This design comes from an exercise in tuning for small area, a short achievable clock period and few clock cycles on the open sky130 flow, not from production work.
The RTL was checked by simulation tests, not by an equivalence proof against the original design.

## violet
==> flow/design.v (excerpt) <==
module SequentialMultiplier(clock, reset, multiplicand, multiplier, product, ready, start);
==> flow/config.mk <==
export PLATFORM = sky130hd
export DESIGN_NAME = SequentialMultiplier
export DESIGN_NICKNAME = SequentialMultiplier
export VERILOG_FILES = /design/flow/design.v
export SDC_FILE = /design/flow/constraint.sdc
export NUM_CORES = 4
export LEC_CHECK = 0
export CAP_MARGIN = 20
export CORE_MARGIN = 2
export CORE_UTILIZATION = 40
export SETUP_SLACK_MARGIN = 1.3
export SLEW_MARGIN = 20
export SYNTH_HIERARCHICAL = 1
==> flow/constraint.sdc <==
create_clock -name core_clock -period 4.0 [get_ports {clock}]
set_input_delay 0.8000 -clock core_clock [delete_from_list [all_inputs] [get_ports {clock}]]
set_output_delay 0.8000 -clock core_clock [all_outputs]
set_load 0.01 [all_outputs]
standard.sh (not shown) runs the stock make flow with config.mk's settings and CLKGATE_MAP_FILE= SYNTH_SCRIPT=/design/flow/synth_recipe.tcl, a recipe that flattens the netlist after the stock synthesis.
==> flow/flow/run.sh <==
#!/bin/bash
# Standard layout (the standard.sh, unchanged synthesis and steps), with
# the port buffers made from sky130_fd_sc_hd__buf_1 instead of the flow's
# default pick. Every tool's output goes to standard.log here.
set -euo pipefail
export BUFFER_PORTS_ARGS="-buffer_cell sky130_fd_sc_hd__buf_1"
bash standard.sh > standard.log 2>&1
Every stage of the flow completed for violet, and the final layout passed the timing, design-rule and antenna checks.
Testbench counts of violet, summed over its fixed seeds: cycles 28,808.
#### Input delta (yarrow over violet)
Settings: changing SETUP_SLACK_MARGIN from 1.3 to 1.25.
==> run summary <==
From violet to yarrow the numbers moved as follows: filler-free cell count of the finished design level; CTS H-tree depth level.
STATUS final critical delay including setup and external delays: yarrow loses against violet
Going from violet to yarrow, non-clock buffer total of the final layout -2.6%, global-route total usage across every layer barely changed.

* * *

== maple ==
SequentialMultiplier, a different RTL version from the one above (not shown whole).
For scale: roughly 200 flip-flops, roughly 130 I/O pins.
==> flow/config.mk <==
export PLATFORM = sky130hd
export DESIGN_NAME = SequentialMultiplier
export DESIGN_NICKNAME = SequentialMultiplier
export VERILOG_FILES = /design/flow/design.v
export SDC_FILE = /design/flow/constraint.sdc
export NUM_CORES = 4
export LEC_CHECK = 0
export CAP_MARGIN = 20
export CORE_MARGIN = 2
export CORE_UTILIZATION = 40
export SETUP_SLACK_MARGIN = 1.2
export SLEW_MARGIN = 20
export SYNTH_HIERARCHICAL = 1
==> flow/constraint.sdc <==
create_clock -name core_clock -period 4.0 [get_ports {clock}]
set_input_delay 0.8000 -clock core_clock [delete_from_list [all_inputs] [get_ports {clock}]]
set_output_delay 0.8000 -clock core_clock [all_outputs]
set_load 0.01 [all_outputs]
run.sh (not shown) runs the stock make flow with config.mk's settings and CLKGATE_MAP_FILE= SYNTH_SCRIPT=/design/flow/synth_recipe.tcl, a recipe that flattens the netlist after the stock synthesis.
Stock flow here: none of the scripts above is used.
maple finished end to end and its layout was clean on timing, DRC and antenna.
Testbench counts of maple, summed over its fixed seeds: cycles 28,808.
## Diff of input files: zinc against maple
-- flow/config.mk --
<<< maple, line 10
export CORE_UTILIZATION = 40
export SETUP_SLACK_MARGIN = 1.2
export SLEW_MARGIN = 20
>>> zinc, line 10
export CORE_UTILIZATION = 40
export SETUP_SLACK_MARGIN = 1.0
export SLEW_MARGIN = 20
--- outcome ---
The lower final worst slack came out of zinc.
Going from maple to zinc, total buffers and inverters traversed by the critical path was more or less identical; worst setup slack after placement went up by 0.019 ns.
Compared with maple, zinc shows a final routed wirelength across all metal layers that is 2.0% higher.
For the signed area change from the synthesized netlist to the final layout, zinc came in 0.91 points lower than maple did.
For nickel, these inputs were changed with respect to zinc:
==> flow/flow/run.sh (new file) <==
#!/bin/bash
# Standard layout (the standard.sh, unchanged synthesis and steps), with
# the port buffers made from sky130_fd_sc_hd__buf_1 instead of the flow's
# default pick. Every tool's output goes to standard.log here.
set -euo pipefail
cp standard.sh standard.sh.txt 2>/dev/null || true
export BUFFER_PORTS_ARGS="-buffer_cell sky130_fd_sc_hd__buf_1"
bash standard.sh > standard.log 2>&1
==> flow/standard.sh (new file) <==
#!/bin/bash
# synth_recipe.tcl (not shown) runs the flow's synth.tcl, then flattens the netlist and writes it again
# the make line also repeats each setting of config.mk as NAME=value (left out here)
make -C /OpenROAD-flow-scripts/flow DESIGN_CONFIG=/design/flow/config.mk WORK_HOME=/design/flow/orfs CLKGATE_MAP_FILE= SYNTH_SCRIPT=/design/flow/synth_recipe.tcl "${@:-finish}"
removed: flow/run.sh
### Flow results
The lower all-layer global routing usage came out of nickel. nickel vs. zinc: final estimated routing congestion in global placement up about 2.8%; proportion of layout cells with a drive suffix above 1 about even; count of clock-buffer cells in the layout shows an increase of 1. Between nickel and zinc, the routed wire length is higher for zinc. nickel finished every step from synthesis to the final layout, and the layout passed the timing, design-rule and antenna checks. A top layer used by detailed routing of met4 is what zinc shows, while met5 belongs to nickel.
Changes in juniper relative to nickel:
-- flow/flow/run.sh --
<<< nickel, line 5
set -euo pipefail
cp standard.sh standard.sh.txt 2>/dev/null || true
export BUFFER_PORTS_ARGS="-buffer_cell sky130_fd_sc_hd__buf_1"
>>> juniper, line 5
set -euo pipefail
export BUFFER_PORTS_ARGS="-buffer_cell sky130_fd_sc_hd__buf_1"
-- flow/config.mk --
<<< nickel, line 10
export CORE_UTILIZATION = 40
export SETUP_SLACK_MARGIN = 1.0
export SLEW_MARGIN = 20
>>> juniper, line 10
export CORE_UTILIZATION = 40
export SETUP_SLACK_MARGIN = 1.4
export SLEW_MARGIN = 20
--- outcome ---
- Top layer reached by signal wires = met5: nickel; top layer reached by signal wires = met4: juniper
- ph_register[25] as the worst setup path endpoint was reported by nickel, and ph_register[28] by juniper.
- Utilization nickel -> juniper: up
- The setup slack of juniper is larger than that of nickel.
- | initial antenna violation count | higher: nickel |
- Met1 usage, juniper and nickel: lower on nickel
- Cells: juniper has more instances than nickel
- Summary of juniper over nickel: register fraction of the total cell area went down, area added between synthesis and finish went up.

static timing again, ports no longer ideal:
Ports are ideal in the flow. The routed layouts listed here were re-timed in OpenROAD.
Step 1, drivers: a clkbuf_16 drives clock and a buf_2 each remaining input, both assumed.
Step 2 adds t to the input delays and takes it off the output delays; t is the mean of the earliest and latest rising clock arrival at the registers after step 1. Input paths then give back, and output paths get back, about the clock's delay inside the block.
Three values: ideal, step 1, step 2; two values: the first two.
run	t, ns	setup WS [ns]	worst data-port slew with drivers (ns)
violet	0.493	1.362 / 1.362 / 1.362	0.04
yarrow	0.495	1.327 / 1.327 / 1.327	0.04
maple	0.494	1.247 / 1.247 / 1.247	0.07
zinc	0.506	1.139 / 1.139 / 1.139	0.05
nickel	0.506	1.119 / 1.119 / 1.119	0.05
juniper	0.502	1.289 / 1.289 / 1.289	0.05
After both steps setup and hold are still met in every run listed.
